Source: an optimization exercise on an open RTL-to-GDS flow (aim: small area). Production flows keep margins and buffers that such runs may drop.
Only simulation tests tie the RTL to the original design; equivalence was not proved.
The clock port is modelled as an ideal driver, which makes a skipped or thinned clock tree look cheaper than it is; a real chip needs a root buffer or a tree.
No activity file was given, so power comes from the tool's default toggle rates.

// timer_top
module timer_top (
	input  wire        sys_clk      ,
	input  wire        sys_rst_n    ,
	input  wire        tim_psel     ,
	input  wire        tim_pwrite   ,
	input  wire        tim_penable  ,
	input  wire [11:0] tim_paddr    ,
	input  wire [31:0] tim_pwdata   ,
	input  wire [3:0]  tim_pstrb    ,
	output wire        tim_pready   ,
	input  wire        dbg_mode     ,
	output wire [31:0] tim_prdata   ,
	output wire        tim_pslverr  ,
	output wire        tim_int
);
reg        pready_r;
reg [63:0] cnt;
reg [63:0] tcmpi;                 
wire [63:0] tcmp = ~tcmpi;
reg        ten, den;           
reg [3:0]  dval;               
reg        ten_d;              
reg        tier;
reg        tisr;
reg        hreq, hack;         
reg [7:0]  pc;                 
wire acc  = tim_psel & tim_penable;
wire wr   = acc & tim_pwrite;
wire rd   = acc & ~tim_pwrite;
wire abase = ~|tim_paddr[11:5] & ~|tim_paddr[1:0];
wire [7:0] sel;
assign sel[0] = abase & (tim_paddr[4:2] == 3'd0);
assign sel[1] = abase & (tim_paddr[4:2] == 3'd1);
assign sel[2] = abase & (tim_paddr[4:2] == 3'd2);
assign sel[3] = abase & (tim_paddr[4:2] == 3'd3);
assign sel[4] = abase & (tim_paddr[4:2] == 3'd4);
assign sel[5] = abase & (tim_paddr[4:2] == 3'd5);
assign sel[6] = abase & (tim_paddr[4:2] == 3'd6);
assign sel[7] = abase & (tim_paddr[4:2] == 3'd7);
assign tim_pready = (tim_psel | tim_penable) & pready_r;
wire ctrl  = wr & sel[0];
wire wb0   = ctrl & tim_pstrb[0];
wire wb1   = ctrl & tim_pstrb[1];
wire [3:0] wdv = tim_pwdata[11:8];
wire dv_big = wdv[3] & |wdv[2:0];
wire err   = (wb1 & dv_big)
           | (ten & wb1 & (wdv != dval))
  ...
Size: ~890 cells after synthesis, about 89 I/O pins, ~8100 sq um of cells after synthesis.
==> flow/config.mk <==
export PLATFORM = sky130hd
export DESIGN_NAME = timer_top
export DESIGN_NICKNAME = timer_top
export VERILOG_FILES = /design/flow/design.v
export SDC_FILE = /design/flow/constraint.sdc
export NUM_CORES = 4
export LEC_CHECK = 0
export CAP_MARGIN = 5
export CORE_MARGIN = 2
export CORE_UTILIZATION = 70
export SLEW_MARGIN = 5
==> flow/constraint.sdc <==
create_clock -name core_clock -period 6.0 [get_ports {sys_clk}]
set_input_delay 1.2000 -clock core_clock [delete_from_list [all_inputs] [get_ports {sys_clk}]]
set_output_delay 1.2000 -clock core_clock [all_outputs]
set_load 0.01 [all_outputs]
standard.sh (not shown) runs the stock make flow with config.mk's settings and CLKGATE_MAP_FILE= SYNTH_SCRIPT=/design/flow/synth_recipe.tcl, a recipe that flattens the netlist after the stock synthesis.
==> flow/flow/run.sh <==
#!/bin/bash
# The standard ORFS layout with four changes:
#  - synthesis is the standard flow's script, but ABC maps with flow/area.script (area oriented);
#  - every port still gets a buffer, but a buf_1 rather than the default choice;
#  - the clock tree is built by flow/manual_cts.tcl (a root buffer and a grid of
#    leaf buffers, one per region of flip-flops) in place of TritonCTS;
#  - the rest (repair, routing, finishing) is ORFS's as usual.
set -euo pipefail
W=$PWD
{ head -n 1 synth_recipe.tcl; cat flow/abc_override.tcl; tail -n +2 synth_recipe.tcl; } > flow_synth.tcl
sed "s#SYNTH_SCRIPT=[^ ]*#SYNTH_SCRIPT=$W/flow_synth.tcl#" standard.sh > flow_standard.sh
export MY_ABC_SCRIPT=$W/flow/area.script
export BUFFER_PORTS_ARGS="-buffer_cell sky130_fd_sc_hd__buf_1"
export PRE_CTS_TCL=$W/flow/manual_cts.tcl
export MCTS_NET=sys_clk MCTS_NBUF=16 MCTS_NCOL=4 MCTS_BUF=sky130_fd_sc_hd__clkbuf_4 MCTS_ROOT=sky130_fd_sc_hd__clkbuf_8
bash flow_standard.sh > standard.log 2>&1
==> flow/flow/area.script <==
strash
&get -n
&st
&syn2
&dch
&nf -a -p
&put
topo
stime -c
Other scripts of this flow, unchanged in this note and not shown: flow/flow/abc_override.tcl, flow/flow/manual_cts.tcl
Then changed:
==> flow/flow/area.script (replaced) <==
strash
&get -n
&st
&syn2
&dch -f
&nf -a -p -F 8 -A 8 -R 100
&put
topo
stime -c
After rerunning: Power is lower by 0.72%. Utilization came out higher by 0.31 points. Final area increases by 0.39%. Global-route usage drops by 3.5 points. Register-to-register slack gets better by 0.38 ns. Die area increases by 0.46%.
Then changed:
==> flow/flow/area.script (replaced) <==
strash
&get -n
&st
&syn2
&dch
&nf -a -p
&put
topo
stime -c
CORE_UTILIZATION = 55   (was 70)
Global-route usage decreases by 4.2 points.
Cell count increases by about 1.1%.
Synthesized cell count decreases by about 4%.
Power increases by about 1.3%.
Combinational power increases by 4.7%.
Utilization decreases by 16 points.
Then changed:
==> flow/flow/area.script (replaced) <==
&get -n
&st
&deepsyn -J 100
&put
strash
&get -n
&st
&dch -f
&nf -p -F 8 -A 8 -R 30
&put
topo
CORE_UTILIZATION = 70   (was 55)
Outcome: This time the run ran to the end with violations: negative setup slack. Final area goes up by 4.8%. Die area came out lower by 23%. Utilization rises by 24 points. Sequential cell count is unchanged. Total power increases by 0.50%. Worst setup slack got worse by 1.0 ns. Fmax came out lower by 16%. Wire length climbs by 10%. Cell count goes down by 8.0%.
In every run of this note, the design's own scripts or RTL, not TritonCTS, make the clock network.

port drivers added, routing unchanged:
In the flow no input, the clock included, has a driving cell. The finished layouts below were timed again as built, in two steps.
Step 1 assumes that a clkbuf_16 drives the clock port and a buf_2 every other input.
Step 2 adds t to the input delays and takes it off the output delays; t is the mean of the earliest and latest rising clock arrival at the registers after step 1. Input paths then give back, and output paths get back, about the clock's delay inside the block.
a / b / c = ideal / step 1 / step 2; a / b = the first two.
| run | t (ns) | slack for setup (ns) | clock arrival spread, ns |
|---|---|---|---|
| the first run | 0.502 | 0.436 / 0.452 / -0.050 | 0.016 / 0.016 |
| the second run | 0.488 | 0.520 / 0.536 / 0.047 | 0.019 / 0.019 |
| the third run | 0.529 | 0.578 / 0.595 / 0.066 | 0.020 / 0.020 |
| the fourth run | 0.514 | -0.456 / -0.455 / -0.968 | 0.023 / 0.023 |
With both steps, setup timing fails in the first run, where it was met with ideal ports.
